Context: an optimization exercise on an open-source flow, tuned for small area, a short achievable clock period and few clock cycles. The choices shown serve that exercise and are no tape-out recipe. At most, simulation tests tie the RTL to the original design; equivalence was not proved. The RTL of run 2 was laid out without a check of its function. Power is estimated from default activity; no workload was simulated.

===== flow/run.sh =====
#!/bin/bash
# synth_recipe.tcl (not shown) runs the flow's synth.tcl, then flattens the netlist and writes it again
# the make line also repeats each setting of config.mk as NAME=value (left out here)
make -C /OpenROAD-flow-scripts/flow DESIGN_CONFIG=/design/flow/config.mk WORK_HOME=/design/flow/orfs CLKGATE_MAP_FILE= SYNTH_SCRIPT=/design/flow/synth_recipe.tcl finish

===== flow/config.mk =====
export PLATFORM = sky130hd
export DESIGN_NAME = mu0
export DESIGN_NICKNAME = mu0
export VERILOG_FILES = /design/flow/design.v
export SDC_FILE = /design/flow/constraint.sdc
export NUM_CORES = 4
export LEC_CHECK = 0
export CAP_MARGIN = 20
export CORE_MARGIN = 2
export CORE_UTILIZATION = 40
export SLEW_MARGIN = 20

===== flow/constraint.sdc =====
create_clock -name core_clock -period 7.5 [get_ports {clk}]
set_input_delay 1.5000 -clock core_clock [delete_from_list [all_inputs] [get_ports {clk}]]
set_output_delay 1.5000 -clock core_clock [all_outputs]
set_load 0.01 [all_outputs]

===== flow/design.v =====
module alu (
    input [15:0] a,
    input [15:0] b,
    input [3:0] op,
    output reg [15:0] result
);
    localparam OP_ZERO = 0;
    localparam OP_ADD = 1;
    localparam OP_SUB = 2;
    localparam OP_A_INC = 3;
    localparam OP_B = 4;
    always @* begin
        case (op)
            OP_ZERO: result = 0;
            OP_ADD: result = a + b;
            OP_SUB: result = a - b;
            OP_A_INC: result = a + 1;
            OP_B: result = b;
            default: result = 0;
        endcase
    end
endmodule
module memory (
    input             clk,
    input             memRq,
    input             readNotWrite,
    input      [15:0] addr,
    input      [15:0] dataIn,
    output reg [15:0] dataOut
);
    reg [15:0] memory[32];
    wire [4:0] mem_addr = addr[4:0];
    always @(posedge clk) begin
        if (memRq && !readNotWrite) begin
            memory[mem_addr] <= dataIn;
        end
    end
    always @(*) begin
        if (memRq && readNotWrite) begin
            dataOut = memory[mem_addr];
        end else begin
            dataOut = 16'hbfbf;
        end
    end
endmodule
module mu0 (
    input clk,
    input rst,
    input overrideMemControl,
    input overrideMemRnW,
    input [15:0] overrideMemAddr,
    input [15:0] overrideMemDataIn,
    output [15:0] overrideMemDataOut,
    output reg done,
    input start,
    output reg [15:0] pc,
    output reg [15:0] acc
);
    localparam ALUOP_ZERO = 0;
    localparam ALUOP_ADD = 1;
    localparam ALUOP_SUB = 2;
    localparam ALUOP_A_INC = 3;
    localparam ALUOP_B = 4;
    reg memRq;
    reg readNotWrite;
    wire [15:0] dataIn;
    wire _memRq;
    wire _readNotWrite;
    wire [15:0] _addr;
    wire [15:0] _dataIn;
    wire [15:0] dataOut;
    memory mem (
        .clk(clk),
        .memRq(_memRq),
        .readNotWrite(_readNotWrite),
        .addr(_addr),
        .dataIn(_dataIn),
        .dataOut(dataOut)
    );
    reg [15:0] ir;
    reg aSel;
    reg bSel;
    reg accOe;
    reg accIe;
    reg pcOe;
    reg pcIe;
    reg irIe;
    wire [15:0] busDataOut = accOe ? acc : (pcOe ? pc : 0);
    assign overrideMemDataOut = dataOut;
    assign _memRq = overrideMemControl ? 1 : memRq;
    assign _readNotWrite = overrideMemControl ? overrideMemRnW : readNotWrite;
    assign _addr = overrideMemControl ? overrideMemAddr : (aSel ? {4'b0, ir[11:0]} : busDataOut);
    assign _dataIn = overrideMemControl ? overrideMemDataIn : dataIn;
    assign dataIn = busDataOut;
    reg  [ 3:0] op;
    wire [15:0] aluA = busDataOut;
    wire [15:0] aluB = bSel ? dataOut : {4'b0, ir[11:0]};
    wire [15:0] aluResult;
    alu comp (
        .op(op),
        .a(aluA),
        .b(aluB),
        .result(aluResult)
    );
    localparam PROC_STATE_FETCH = 0;
    localparam PROC_STATE_FETCHSTORE = 1;
    localparam PROC_STATE_EXEC = 2;
    localparam PROC_STATE_STORE = 3;
    localparam OP_LDA = 4'b0000;
    localparam OP_STO = 4'b0001;
    localparam OP_ADD = 4'b0010;
    localparam OP_SUB = 4'b0011;
    localparam OP_JMP = 4'b0100;
    localparam OP_JGE = 4'b0101;
    localparam OP_JNE = 4'b0110;
    localparam OP_STP = 4'b0111;
    reg [1:0] state;
    reg running;
    reg oldStart;
    wire restart = oldStart != start;
    wire [1:0] curState = restart ? PROC_STATE_FETCH : state;
    always @(posedge clk) begin
        if (rst) begin
            oldStart <= start;
            running <= 0;
            state <= PROC_STATE_FETCH;
            acc <= 16'b0;
            pc <= 16'b0;
            ir <= 16'b0;
            done <= 0;
            aSel <= 0;
            bSel <= 0;
            accOe <= 0;
            accIe <= 0;
            pcOe <= 0;
            pcIe <= 0;
            irIe <= 0;
            op <= 0;
            memRq <= 0;
            readNotWrite <= 1;
        end else begin
            if (restart) begin
                oldStart <= start;
                running <= 1;
                acc <= 16'b0;
                pc <= 16'b0;
                done <= 0;
            end
            if (restart || running) begin
                case (curState)
                    PROC_STATE_FETCH: begin
                        aSel  <= 0;
                        accOe <= 0;
                        accIe <= 0;
                        pcOe  <= 1;
                        pcIe  <= 1;
                        irIe  <= 1;
                        op    <= ALUOP_A_INC;
                        memRq <= 1;
                        readNotWrite <= 1;
                        state <= PROC_STATE_FETCHSTORE;
                    end
                    PROC_STATE_EXEC: begin
                        state <= PROC_STATE_STORE;
                        case (ir[15:12])
                            OP_LDA: begin
                                aSel  <= 1;
                                bSel  <= 1;
                                accOe <= 0;
                                accIe <= 1;
                                pcOe  <= 0;
                                pcIe  <= 0;
                                irIe  <= 0;
                                op    <= ALUOP_B;
                                memRq <= 1;
                                readNotWrite <= 1;
                            end
                            OP_STO: begin
                                aSel <= 1;
                                accOe <= 1;
                                accIe <= 0;
                                pcOe <= 0;
                                pcIe <= 0;
                                irIe <= 0;
                                memRq <= 1;
                                readNotWrite <= 0;
                            end
                            OP_ADD: begin
                                aSel <= 1;
                                bSel <= 1;
                                accOe <= 1;
                                accIe <= 1;
                                pcOe <= 0;
                                pcIe <= 0;
                                irIe <= 0;
                                op <= ALUOP_ADD;
                                memRq <= 1;
                                readNotWrite <= 1;
                            end
                            OP_SUB: begin
                                aSel <= 1;
                                bSel <= 1;
                                accOe <= 1;
                                accIe <= 1;
                                pcOe <= 0;
                                pcIe <= 0;
                                irIe <= 0;
                                op <= ALUOP_SUB;
                                memRq <= 1;
                                readNotWrite <= 1;
                            end
                            OP_JMP: begin
                                bSel <= 0;
                                accOe <= 0;
                                accIe <= 0;
                                pcOe <= 0;
                                pcIe <= 1;
                                irIe <= 0;
                                op <= ALUOP_B;
                                memRq <= 0;
                                readNotWrite <= 1;
                            end
                            OP_JGE: begin
                                bSel <= 0;
                                accOe <= 0;
                                accIe <= 0;
                                pcOe <= 0;
                                pcIe <= ~acc[15];
                                irIe <= 0;
                                op <= ALUOP_B;
                                memRq <= 0;
                                readNotWrite <= 1;
                            end
                            OP_JNE: begin
                                bSel <= 0;
                                accOe <= 0;
                                accIe <= 0;
                                pcOe <= 0;
                                pcIe <= acc != 0;
                                irIe <= 0;
                                op <= ALUOP_B;
                                memRq <= 0;
                                readNotWrite <= 1;
                            end
                            OP_STP: begin
                                done <= 1'b1;
                                running <= 0;
                            end
                        endcase
                    end
                    PROC_STATE_FETCHSTORE, PROC_STATE_STORE: begin
                        if (accIe) begin
                            acc <= aluResult;
                        end
                        if (pcIe) begin
                            pc <= aluResult;
                        end
                        if (irIe) begin
                            ir <= dataOut;
                        end
                        if (curState == PROC_STATE_FETCHSTORE) begin
                            state <= PROC_STATE_EXEC;
                        end else begin
                            state <= PROC_STATE_FETCH;
                        end
                    end
                endcase
            end
        end
    end
endmodule

==> results.ini, run 1 <==
[status]
status = no timing/DRC/antenna violations

[drt]
drt-initial-drc-count = 2064
wl_per_cell_um = 24.6
via_count = 17800
drcViolationCount = 0
wirelength_um = 75900
via_per_inst = 5.79
first_pass_iters = 6
antenna_left = 0

[yosys]
syn-num-nets = 2043
synth-edff-count = 513
syn_area_mm2 = 0.0249
async_flop_share = 0
ys_seq_elements = 576
yosysWarnings = 3
syn_inst = 1987
seq_area_frac_synth = 0.669
synth_area_per_cell_um2 = 12.5
ys_types = 78
ys.flop_type = edfxtp_1

[timing]
finalHoldViolations = 0
setup_viol = 0
worst_slew_pin_slew_ps = 1150
maxSlewViolCount = 0
post-route-period-util = 0.972
clock.fmax_mhz = 137
skew_ps = 24.4
fin_crit_ps = 7290
slew_headroom = 0.231

[hold_path]
holdPathStages = 2
hold_end = ir[9]
hold_class = reg2reg
hp-start = ir[9]

[pwr]
switching_share = 0.257
p_comb_frac = 0.152
clockPowerShare = 0.386
max-vdd-ir-drop_uv = 177
internal-power_mw = 5.70
power.total_mw = 7.67
switchingPower_mw = 1.97
p_leak_nw = 10.6
power_density_mw_per_mm2 = 255
p_seq_frac = 0.462

[die]
core.rowCount = 91
die_h_um = 254
start_util = 0.405
die_x_um = 254
fp.coreArea_mm2 = 0.0616
die-area_mm2 = 0.0643
pin_count = 86

[setup_path]
start_kind = input port
cp_max_fo = 12
path_class = in2reg
crit_arrival_ps = 7770
r2r-start = pcOe
r2r_end = acc[15]
worstRegToRegCells = 29
rrSetupSlack_ps = 830
critPathCaptureType = register
critPathRequiredTime_ps = 7990

[placement]
place_area_mm2 = 0.0280
routabilityCongestion = 0.960
hpwl_um = 50300
io_buffers = 74

[cts]
numCtsBuffers = 59
clock-sinks = 576
path_clk_slew_ps = 60
cts_tree = done
htreeDepth = 2
clock_path_buffers = 3
worst_skew_pair.late_latency_ps = 620
cts_root_buffer = clkbuf_16

[global_routing]
grt_usage = 0.235
overflow = 0
grt_antenna_before_repair = 0
grt_max_degree = 64
grt_first_pass_wirelength_um = 111000
grt_pass1_vias = 16800

[finish]
design_area_mm2 = 0.0300
syn_to_final_growth_pct = 20.5
fillers = 5299
fin_nets = 2252
antennaDiodeCount = 0
utilization = 0.488
drive_gt1_frac = 0.172

[job]
drv_cap = 0

==> power groups by stage <==
stage	Sequential, mW	Clock [mW]	Combinational, mW
2_1_floorplan	3.60	0	0.630
3_3_place_gp	3.61	0	1.12
3_5_place_dp	3.61	0	1.14
4_1_cts	3.54	2.99	1.14
5_1_grt	3.55	3.11	1.24
6_report	3.54	2.96	1.16
==> worst max-delay path: stages <==
cell and delay, ps:
clkdlybuf4s50_1 520, or2_1 280, a221o_1 380, buf_12 200, buf_4 140, and3_1 160, a211oi_1 180, a311o_1 300
nand4_1 230, o31ai_1 300, buf_4 180, ha_1 230, nand3b_1 80, o21ai_0 120, ha_1 330, a21o_1 170
a21o_1 190, a21oi_1 220, o21ai_0 170, a41oi_1 340, a21oi_1 200, a211o_1 300, a21oi_1 180, xnor2_1 180
nor3_1 90, a211o_1 310, nor3_2 190, o31ai_1 90
==> cells in the final DEF (no fill, tap or decap), drive strengths merged, types with 6 or more instances in the layout <==
master	instances
or3	6
nor2b	8
inv	24
o21ai	25
a31oi	36
nand3b	7
nand3	76
o22ai	26
nor4	11
dfxtp	63
o31ai	8
a311o	14
or2	14
a21o	6
ha	18
a211oi	105
a32o	9
clkdlybuf4s50	73
clkbuf	75
a22o	30
o21a	8
nand2b	6
edfxtp	513
o41ai	7
nor2	90
or4	12
mux2	20
clkinv	26
and3	106
a311oi	73
xnor2	16
nor3	16
bufinv	7
a21oi	47
buf	211
nand2	367
mux2i	21
nand4	12
a22oi	7
==> flip-flops by register name (all words and copies together) (netlist names), 2 cells and up <==
signal      cells
pc             16
op              3
mem.memory    512
state           2
ir             16
acc            16
==> worst max path at each step <==
stage,end,start
final,acc[15],overrideMemControl
after global routing,pc[14],overrideMemControl
after CTS,acc[15],overrideMemControl
after detailed placement,acc[15],overrideMemControl
after global placement,acc[15],overrideMemControl
after floorplan,acc[15],overrideMemControl
==> final cells by class <==
cell class | instances | area (um^2) | area share
clock buffers | 75 | 1600 | 0.0532
clock inverters | 34 | 347 | 0.0115
inverters | 25 | 93.8 | 0.00312
multi-input cells | 1250 | 7740 | 0.258
flip-flops and latches | 576 | 16700 | 0.555
well taps | 837 | 1050 | 0.0349
repair buffers | 284 | 2540 | 0.0844
==> timing repair <==
action / in CTS / in global routing
hold buffers: 0 / 0
endpoints found under the setup margin: 0 / 6
setup buffers: 0 / 1
gates resized for setup: 0 / 8
==> per-layer routing <==
layer / vias to the layer above / track usage / routed length (um)
li1: 8087 / - / -
met2: 760 / 0.377 / 35300
met3: 120 / 0.0324 / 5700
met4: 0 / 0.0752 / 2010
met1: 8858 / 0.330 / 32900
met5: - / 0 / 0
==> cells in the mapped netlist (all sizes together), types with 21 or more instances <==
| library cell | instances | area share |
|---|---|---|
| edfxtp | 513 | 0.62 |
| nand2 | 367 | 0.055 |
| and3 | 106 | 0.027 |
| a211oi | 105 | 0.032 |
| nor2 | 90 | 0.014 |
| nand3 | 76 | 0.015 |
| clkbuf | 74 | 0.011 |
| a311oi | 73 | 0.026 |
| dfxtp | 63 | 0.051 |
| buf | 62 | 0.013 |
| a21oi | 47 | 0.0096 |
| a31oi | 36 | 0.0090 |
| a22o | 30 | 0.011 |
| o22ai | 26 | 0.0065 |
| o21ai | 25 | 0.0050 |
| inv | 23 | 0.0035 |
| mux2i | 21 | 0.0084 |
==> cell families (layout without fill, tap and decap cells) <==
family                   count (synthesis)  in the layout  synth area share
AND/OR/NAND/NOR                        741            741             0.138
flip-flops                             576            576             0.669
AO/OA/AOI/OAI                          432            432             0.132
buffers and inverters                  161            418            0.0277
multiplexers                            41             41            0.0175
adder cells (fa/ha/maj)                 19             19           0.00984
XOR/XNOR                                17             17           0.00598
==> per-stage QoR <==
stage	setup TNS (ps)	worst slack, ps	instances	hold WS, ps
global route	-10.9	-10.9	3081	479
detailed placement	-2540	-473	2969	445
finish	0	213	3081	454
global placement	-2590	-490	2969	439
CTS	0	153	3078	454
floorplan	0	689	1987	431
Testbench counts, summed over its fixed seeds: cycles 66,216.
==> inputs of run 2 (changes only) <==
==> flow/design.v (replaced) <==
module alu (
    input  [15:0] a,
    input  [15:0] b,
    input  [1:0]  op,
    output [15:0] result
);
    wire [15:0] sum = a + (op[0] ? ~b : b) + op[0];
    assign result = op[1] ? sum : b;
endmodule
module memory (
    input             clk,
    input             we,
    input      [4:0]  waddr,
    input      [15:0] wdata,
    input      [4:0]  raddrA,
    output reg [15:0] rdataA,
    input      [4:0]  raddrB,
    output reg [15:0] rdataB
);
    reg [15:0] mem [0:31];
    always @(posedge clk) begin
        if (we) mem[waddr] <= wdata;
    end
    integer i;
    always @* begin
        rdataA = 16'd0;
        rdataB = 16'd0;
        for (i = 0; i < 32; i = i + 1) begin
            rdataA = rdataA | (mem[i] & {16{raddrA == i}});
            rdataB = rdataB | (mem[i] & {16{raddrB == i}});
        end
    end
endmodule
module mu0 (
    input clk,
    input rst,
    input overrideMemControl,
    input overrideMemRnW,
    input [15:0] overrideMemAddr,
    input [15:0] overrideMemDataIn,
    output [15:0] overrideMemDataOut,
    output reg done,
    input start,
    output reg [15:0] pc,
    output reg [15:0] acc
);
    reg [15:0] ir;
    reg running;
    reg oldStart;
    wire restart = oldStart != start;
    wire [3:0] op = ir[15:12];
    wire taken = (op == 4'd4) ||
                 (op == 4'd5 && !acc[15]) ||
                 (op == 4'd6 && acc != 16'd0);
    wire [15:0] pcInc = pc + (op[3] ? 16'd2 : 16'd1);
    wire [15:0] nextPc = taken ? {4'b0, ir[11:0]} : pcInc;
    wire [4:0] fetchAddr = restart ? 5'd0 : nextPc[4:0];
    wire we = running ? (op == 4'd1) : (overrideMemControl && !overrideMemRnW);
    wire [4:0] waddr = running ? ir[4:0] : overrideMemAddr[4:0];
    wire [15:0] wdata = running ? acc : overrideMemDataIn;
    wire [15:0] fetchData;
    wire [15:0] operand;
    memory mem (
        .clk(clk),
        .we(we),
        .waddr(waddr),
        .wdata(wdata),
        .raddrA(fetchAddr),
        .rdataA(fetchData),
        .raddrB(running ? ir[4:0] : overrideMemAddr[4:0]),
        .rdataB(operand)
    );
    assign overrideMemDataOut = operand;
    wire [15:0] aluResult;
    alu comp (
        .a(acc),
        .b(operand),
        .op(op[1:0]),
        .result(aluResult)
    );
    wire [15:0] nextIr = (we && waddr == fetchAddr) ? wdata : fetchData;
    always @(posedge clk) begin
        if (rst) begin
            oldStart <= start;
            running <= 1'b0;
            done <= 1'b0;
            pc <= 16'd0;
            acc <= 16'd0;
        end else if (restart) begin
            oldStart <= start;
            running <= 1'b1;
            done <= 1'b0;
            pc <= 16'd0;
            acc <= 16'd0;
            ir <= nextIr;
        end else if (running) begin
            if (op == 4'd7) begin
                running <= 1'b0;
                done <= 1'b1;
            end
            pc <= nextPc;
            if (op == 4'd0 || op == 4'd2 || op == 4'd3) acc <= aluResult;
            ir <= nextIr;
        end
    end
endmodule
--- a/flow/config.mk
+++ b/flow/config.mk
@@ -10,2 +10,3 @@
 export CORE_UTILIZATION = 40
+export SETUP_SLACK_MARGIN = 2.5
 export SLEW_MARGIN = 20
==> run 2 against run 1 <==
Critical path depth fell by 17. Via count up 36%. Global-route usage is 15 points higher. Final area up 13%. Synthesized area rose by 5.2%. Non-clock buffer count increased by 123. Flip-flop and latch count is 13 lower. Highest routed layer is now met5. Utilization is 3.7 points higher. Clock skew rose by 4.5 ps.
==> results.ini, run 2 <==
[setup_path]
critPathRequiredTime_ps = 6000  ; was 7990 ps
cp_max_fo = 10  ; was 12
start_kind = input port  ; unchanged
path_class = in2out  ; was in2reg
r2r_end = acc[12]  ; was acc[15]
worstRegToRegCells = 21  ; was 29
rrSetupSlack_ps = 2180  ; was 830 ps
crit_arrival_ps = 3990  ; was 7770 ps
critical_path.startpoint = overrideMemAddr[0]  ; was overrideMemControl
critPathCaptureType = output pin  ; was register
r2r-start = running  ; was pcOe
setup.worst_path.end = overrideMemDataOut[4]  ; was acc[15]

[cts]
clock-sinks = 563  ; was 576
clock_path_buffers = 3  ; unchanged
worst_skew_pair.late_latency_ps = 650  ; was 620 ps
numCtsBuffers = 60  ; was 59
cts_tree = done  ; unchanged
path_clk_slew_ps = 70  ; was 60 ps
htreeDepth = 2  ; unchanged
cts_root_buffer = clkbuf_16  ; unchanged

[timing]
skew_ps = 28.9  ; was 24.4 ps
rsz0062_at_grt = true
fin_crit_ps = 5490  ; was 7290 ps
worst_slew_pin_slew_ps = 1160  ; was 1150 ps
finalHoldViolations = 0  ; unchanged
slew_headroom = 0.225  ; was 0.231
post-route-period-util = 0.732  ; was 0.972
clock.fmax_mhz = 182  ; was 137 MHz
maxSlewViolCount = 0  ; unchanged
finalSetupTns_ps = 0  ; unchanged
setup_viol = 0  ; unchanged

[yosys]
async_flop_share = 0  ; unchanged
yosysWarnings = 2  ; was 3
netlist.area_leader.share = 0.606  ; was 0.618
yosys.area.top_type = edfxtp_1  ; unchanged
ys_types = 89  ; was 78
synthTopCellsByArea = edfxtp_1, a22oi_1, a22o_1, a221oi_1, dfxtp_1  ; was edfxtp_1, nand2_1, dfxtp_1, a211oi_1, and3_1
synth_most_common_cell = edfxtp_1  ; unchanged
synth-edff-count = 529  ; was 513
synth_area_per_cell_um2 = 13.4  ; was 12.5 um^2
ys.flop_type = edfxtp_1  ; unchanged
synth_common_cells = edfxtp_1, a22oi_1, a22o_1  ; was edfxtp_1, nand2_1, and3_1
syn_area_mm2 = 0.0262  ; was 0.0249 mm^2
ys_seq_elements = 563  ; was 576
seq_area_frac_synth = 0.632  ; was 0.669
syn-num-nets = 2015  ; was 2043
syn_inst = 1960  ; was 1987

[drt]
first_pass_iters = 13  ; was 6
via_per_inst = 7.53  ; was 5.79
drcViolationCount = 0  ; unchanged
wirelength_um = 133000  ; was 75900 um
drt-initial-drc-count = 4753  ; was 2064
via_count = 24200  ; was 17800
wl_per_cell_um = 41.3  ; was 24.6 um
antenna_left = 0  ; unchanged

[die]
die-area_mm2 = 0.0676  ; was 0.0643 mm^2
die_x_um = 260  ; was 254 um
pin_count = 86  ; unchanged
die_h_um = 260  ; was 254 um
fp.coreArea_mm2 = 0.0646  ; was 0.0616 mm^2
core.rowCount = 93  ; was 91
start_util = 0.406  ; was 0.405

[hold_path]
hold_class = reg2reg  ; unchanged

[placement]
io_buffers = 74  ; unchanged
routabilityCongestion = 1.04  ; was 0.960
hpwl_um = 82600  ; was 50300 um

[pwr]
p_seq_frac = 0.408  ; was 0.462
internal-power_mw = 6.15  ; was 5.70 mW
p_leak_nw = 11.4  ; was 10.6 nW
max-vdd-ir-drop_uv = 186  ; was 177 uV
power_density_mw_per_mm2 = 261  ; was 255 mW/mm^2
clockPowerShare = 0.346  ; was 0.386
switching_share = 0.305  ; was 0.257
switchingPower_mw = 2.69  ; was 1.97 mW
power.total_mw = 8.85  ; was 7.67 mW
p_comb_frac = 0.245  ; was 0.152

[finish]
drive_gt1_frac = 0.294  ; was 0.172
final_common_cell = edfxtp_1  ; unchanged
largest_register_ffs = 512  ; unchanged
syn_to_final_growth_pct = 29.3  ; was 20.5%
final_cell_mix = edfxtp_1, buf_4, a22oi_1  ; was edfxtp_1, nand2_1, buf_4
fin_nets = 2354  ; was 2252
regMostFlops = mem.mem  ; was mem.memory

[global_routing]
grt_pass1_vias = 22100  ; was 16800
grt_first_pass_wirelength_um = 177000  ; was 111000 um
grt_antenna_before_repair = 9  ; was 0
grt_max_degree = 48  ; was 64
grt_usage = 0.381  ; was 0.235
overflow = 0  ; unchanged

[job]
drv_cap = 0  ; unchanged

[status]
status = no timing/DRC/antenna violations  ; unchanged

## run 2: power groups by stage
stage	Sequential [mW]	Combinational, mW	Clock, mW
2_1_floorplan	3.64	0.923	0
3_3_place_gp	3.69	1.61	0
3_5_place_dp	3.69	1.63	0
4_1_cts	3.62	1.93	3.05
5_1_grt	3.62	2.22	3.18
6_report	3.61	2.17	3.06
## run 2: cell type report
| class | count | area [um^2] |
|---|---|---|
| well taps | 855 | 1070 |
| repair buffers | 407 | 3830 |
| fillers | 5367 | 30700 |
| inverters | 18 | 72.6 |
| clock inverters | 46 | 440 |
| clock buffers | 67 | 1550 |
| diodes | 9 | 22.5 |
| multi-input cells | 1249 | 10300 |
| flip-flops and latches | 563 | 16600 |
## run 2: routing by layer
metal / track usage / share of wire / up-vias
met1: 0.470 / 0.34 / 11700
met3: 0.186 / 0.18 / 722
met5: 0 / 0.00069 / -
met4: 0.230 / 0.079 / 6
li1: - / - / 9000
met2: 0.536 / 0.40 / 2739
## run 2: critical path: stages
cell,delay [ps]
buf_12,110
nor3b_4,150
nor2_4,410
nor2_2,170
buf_12,210
a22o_1,240
a221oi_1,260
nand4_1,190
nor3_4,310
inv_1,100
dlygate4sd2_1,300
## run 2: logic make-up (layout without fill, tap and decap cells)
group,count (synthesis),in the layout,share of synthesized area
xor+xnor,41,41,0.0137
simple gates,482,482,0.0973
buf+inv,149,538,0.0229
compound gates,656,657,0.204
other cells,0,9,0
mux,51,51,0.0210
flops,563,563,0.632
fa+ha+maj,18,18,0.00916
## run 2: how the worst min path moves through the flow
stage / from / end / cells after the start
after floorplan: done / done / 2
after global placement: done / done / 2
after detailed placement: done / done / 2
after CTS: done / done / 2
after global routing: done / done / 2
final: done / done / 2
## run 2: repair_timing
action / 4_1_cts / 5_1_grt
gates resized for setup: 265 / 62
setup buffers: 117 / 45
setup endpoints to repair: 46 / 42
pin swaps: 63 / 53
cloned: 1 / 0
hold buffers: 0 / 0
## run 2: through the flow
step / std cells / hold slack, ps / utilization / cell area, um^2 / setup slack [ps]
after floorplan: 1960 / 505 / - / 26500 / 2110
after global placement: 2928 / 467 / 0.455 / 29400 / 332
after detailed placement: 2928 / 490 / 0.455 / 29400 / 336
after CTS: 3159 / 505 / 0.514 / 33200 / 2110
after global routing: 3205 / 516 / 0.525 / 33900 / 1980
final: 3214 / 505 / 0.525 / 33900 / 2010
==> inputs of run 3 (changes only) <==
--- a/flow/design.v
+++ b/flow/design.v
@@ -15,5 +15,5 @@
     input      [4:0]  raddrA,
-    output reg [15:0] rdataA,
+    output     [15:0] rdataA,
     input      [4:0]  raddrB,
-    output reg [15:0] rdataB
+    output     [15:0] rdataB
 );
@@ -23,11 +23,4 @@
     end
-    integer i;
-    always @* begin
-        rdataA = 16'd0;
-        rdataB = 16'd0;
-        for (i = 0; i < 32; i = i + 1) begin
-            rdataA = rdataA | (mem[i] & {16{raddrA == i}});
-            rdataB = rdataB | (mem[i] & {16{raddrB == i}});
-        end
-    end
+    assign rdataA = mem[raddrA];
+    assign rdataB = mem[raddrB];
 endmodule
--- a/flow/config.mk
+++ b/flow/config.mk
@@ -10,3 +10,2 @@
 export CORE_UTILIZATION = 40
-export SETUP_SLACK_MARGIN = 2.5
 export SLEW_MARGIN = 20
==> run 3 against run 2 <==
Still clean on timing, DRC and antenna. Clock skew down 5.1 ps. Cell count up 1.6%. Synthesized cell count up 14%. Hold slack better by 7.5 ps. Clock power down 7.5%. Worst setup slack worse by 1600 ps. Flip-flop and latch count unchanged. Total power up 25%. Global-route usage down 11 points. Clock-buffer cell count up 4. Wire length down 25%. Register-to-register slack worse by 540 ps. Critical endpoint is now overrideMemDataOut[3].
==> results.ini, run 3 <==
[cts]
cts_root_buffer = clkbuf_16  ; unchanged
numCtsBuffers = 57  ; was 60
cts_hold_buf = 0  ; unchanged
clock-sinks = 563  ; unchanged
cts.repair.resized = 0  ; was 265
cts_tree = done  ; unchanged
clock_path_buffers = 3  ; unchanged
htreeDepth = 2  ; unchanged
path_clk_slew_ps = 70  ; about the same
worst_skew_pair.late_latency_ps = 630  ; was 650 ps
post_cts_buffers = 0  ; was 117

[die]
core.rowCount = 97  ; was 93
pin_count = 86  ; unchanged
die_h_um = 269  ; was 260 um
fp.coreArea_mm2 = 0.0699  ; was 0.0646 mm^2
die_x_um = 269  ; was 260 um
die-area_mm2 = 0.0725  ; was 0.0676 mm^2
start_util = 0.403  ; was 0.406

[timing]
setup_viol = 0  ; unchanged
finalHoldViolations = 0  ; unchanged
slew_headroom = 0.252  ; was 0.225
skew_ps = 23.9  ; was 28.9 ps
worst_slew_pin_slew_ps = 1120  ; was 1160 ps
post-route-period-util = 0.939  ; was 0.732
clock.fmax_mhz = 142  ; was 182 MHz
maxSlewViolCount = 0  ; unchanged
fin_ws_ps = 455  ; was 2010 ps
finalSetupTns_ps = 0  ; unchanged
rsz0062_at_grt = false  ; was true
fin_crit_ps = 7050  ; was 5490 ps

[drt]
drt-initial-drc-count = 2922  ; was 4753
first_pass_iters = 6  ; was 13
antenna_left = 0  ; unchanged
drcViolationCount = 0  ; unchanged
wl_per_cell_um = 30.6  ; was 41.3 um
via_per_inst = 6.57  ; was 7.53
via_count = 21500  ; was 24200
wirelength_um = 99900  ; was 133000 um

[yosys]
synth_common_cells = edfxtp_1, nand2_1, clkbuf_1  ; was edfxtp_1, a22oi_1, a22o_1
netlist.area_leader.share = 0.564  ; was 0.606
async_flop_share = 0  ; unchanged
syn_inst = 2235  ; was 1960
ys_seq_elements = 563  ; unchanged
ys.flop_type = edfxtp_1  ; unchanged
syn-num-nets = 2294  ; was 2015
yosysWarnings = 2  ; unchanged
yosys.area.top_type = edfxtp_1  ; unchanged
synth_most_common_cell = edfxtp_1  ; unchanged
ys_types = 75  ; was 89
synth_area_per_cell_um2 = 12.6  ; was 13.4 um^2
syn_area_mm2 = 0.0282  ; was 0.0262 mm^2
seq_area_frac_synth = 0.588  ; was 0.632
synthTopCellsByArea = edfxtp_1, mux4_2, nand2_1, o211ai_1, dfxtp_1  ; was edfxtp_1, a22oi_1, a22o_1, a221oi_1, dfxtp_1
synth-edff-count = 529  ; unchanged

[pwr]
power_density_mw_per_mm2 = 344  ; was 261 mW/mm^2
internal-power_mw = 6.67  ; was 6.15 mW
p_leak_nw = 10.2  ; was 11.4 nW
switchingPower_mw = 4.42  ; was 2.69 mW
p_seq_frac = 0.336  ; was 0.408
clockPowerShare = 0.255  ; was 0.346
max-vdd-ir-drop_uv = 277  ; was 186 uV
p_comb_frac = 0.409  ; was 0.245
switching_share = 0.398  ; was 0.305

[placement]
routabilityCongestion = 0.904  ; was 1.04
dp_cells = 3159  ; was 2928
io_buffers = 74  ; unchanged
hpwl_um = 60100  ; was 82600 um
dp_slack_ps = 284  ; was 336 ps
place_area_mm2 = 0.0304  ; was 0.0294 mm^2

[finish]
drive_gt1_frac = 0.168  ; was 0.294
final_common_cell = edfxtp_1  ; unchanged
fin_nets = 2337  ; was 2354
finalNonFillerCells = 3267  ; was 3214
largest_register_ffs = 512  ; unchanged
regMostFlops = mem.mem  ; unchanged
design_area_mm2 = 0.0322  ; was 0.0339 mm^2
syn_to_final_growth_pct = 14.4  ; was 29.3%
fillers = 6213  ; was 5367
final_cell_mix = edfxtp_1, nand2_1, mux4_2  ; was edfxtp_1, buf_4, a22oi_1

[global_routing]
grt_max_degree = 158  ; was 48
grt_pass1_vias = 20800  ; was 22100
grt_first_pass_wirelength_um = 144000  ; was 177000 um
grt_usage = 0.269  ; was 0.381
grt_antenna_before_repair = 3  ; was 9
overflow = 0  ; unchanged

[setup_path]
critPathCaptureType = output pin  ; unchanged
cp_max_fo = 84  ; was 10
critPathRequiredTime_ps = 6000  ; about the same
worstRegToRegCells = 17  ; was 21
path_class = in2out  ; unchanged
start_kind = input port  ; unchanged
crit_arrival_ps = 5550  ; was 3990 ps

[hold_path]
hold_class = reg2reg  ; unchanged
holdPathStages = 2  ; unchanged

[job]
drv_cap = 0  ; unchanged

[status]
status = no timing/DRC/antenna violations  ; unchanged

run 3: cell types whose count changed in the layout (fill, tap and decap cells not counted), moves of 56 or more:
cell      before  now
nand2_1       70  312
a22oi_1      185   15
buf_4        247   92
mux4_2         0  125
a22o_1       123    2
o211ai_1       8  101
a21oi_1        7   99
or3_1          8  100
a221oi_1      84    4
buf_6         66    0
o22ai_1        3   59
run 3: final timing paths:
kind	endpoint	slack, ps	start
worst max-delay path	overrideMemDataOut[3]	450	overrideMemAddr[0]
worst min-delay path	done	510	done
worst max register to register	acc[12]	1640	running
worst min register to register	done	510	done
run 3: worst max-delay path: stages:
cell             delay (ps)
clkdlybuf4s50_1         660
mux2i_4                 550
buf_12                  590
mux4_2                  390
o22ai_1                  90
nor4_1                  810
buf_4                   280
clkdlybuf4s50_1         560
run 3: power by group through the flow:
stage	logic, mW	clock network (mW)	registers (mW)
CTS	4.41	2.86	3.72
global placement	4.36	0	3.78
global route	4.76	2.98	3.73
finish	4.54	2.83	3.72
detailed placement	4.41	0	3.79
floorplan	2.75	0	3.72
run 3: cell type report:
class                      instances  area, um^2  share of cell area
clock inverter                    35         297             0.00920
inverter                          13        48.8             0.00151
clock buffer                      71        1520              0.0472
tap                              940        1180              0.0365
antenna                            2        5.00            0.000155
timing repair buffer             170        1510              0.0469
multi-input combinational       1473       11100               0.344
sequential                       563       16600               0.514
run 3: kinds of logic (layout without fill, tap and decap cells):
group	after synthesis	count (layout)	synth area share
AOI/OAI and AO/OA	492	492	0.121
xor gates and xnor gates	38	38	0.0118
adders and majority gates	22	22	0.0103
buffers and inverters	199	289	0.0281
DFF	563	563	0.588
muxes	158	158	0.113
other	0	2	0
and+or+nand+nor	763	763	0.128
run 3: metrics by stage:
stage,power [mW],hold WS (ps),utilization
finish,11.1,512,0.461
floorplan,6.48,503,-
detailed placement,8.19,481,0.435
global placement,8.15,479,0.435
global route,11.5,554,0.461
CTS,11.0,501,0.461
run 3: metal layers:
layer / wire length [um] / global-route usage / up-vias
li1: - / - / 8906
met1: 37900 / 0.359 / 10800
met2: 45100 / 0.415 / 1456
met3: 12000 / 0.0723 / 300
met4: 4810 / 0.115 / 2
met5: 15 / 0 / -
Testbench counts of run 3, summed over its fixed seeds: cycles 16,954.

==> re-timing with driven ports <==
In the flow no input, the clock included, has a driving cell. The finished layouts below were timed again as built, in two steps.
Step 1, drivers: a clkbuf_16 drives clk and a buf_2 each remaining input, both assumed.
Step 2, shift: input delay + t, output delay - t, t = (earliest + latest rising clock arrival at the registers) / 2. This alone moves slack from input paths to output paths.
a / b / c = no drivers / after step 1 / after step 2; a / b = the first two.
run	shift t [ns]	setup WS [ns]	slew at the worst register clock pin (ns)	worst slew at a driven data input, ns
run 1	0.673	0.213 / 0.252 / -0.421	0.07 / 0.07	0.07
run 2	0.706	2.010 / 1.960 / 1.360	0.07 / 0.07	0.06
run 3	0.689	0.455 / 0.396 / 0.077	0.08 / 0.08	0.07
Met with ideal ports but missed after step 2: setup timing in run 1. For run 2, which loses most, drivers alone change the setup slack by -0.050 ns; drivers and shift together by -0.650 ns.
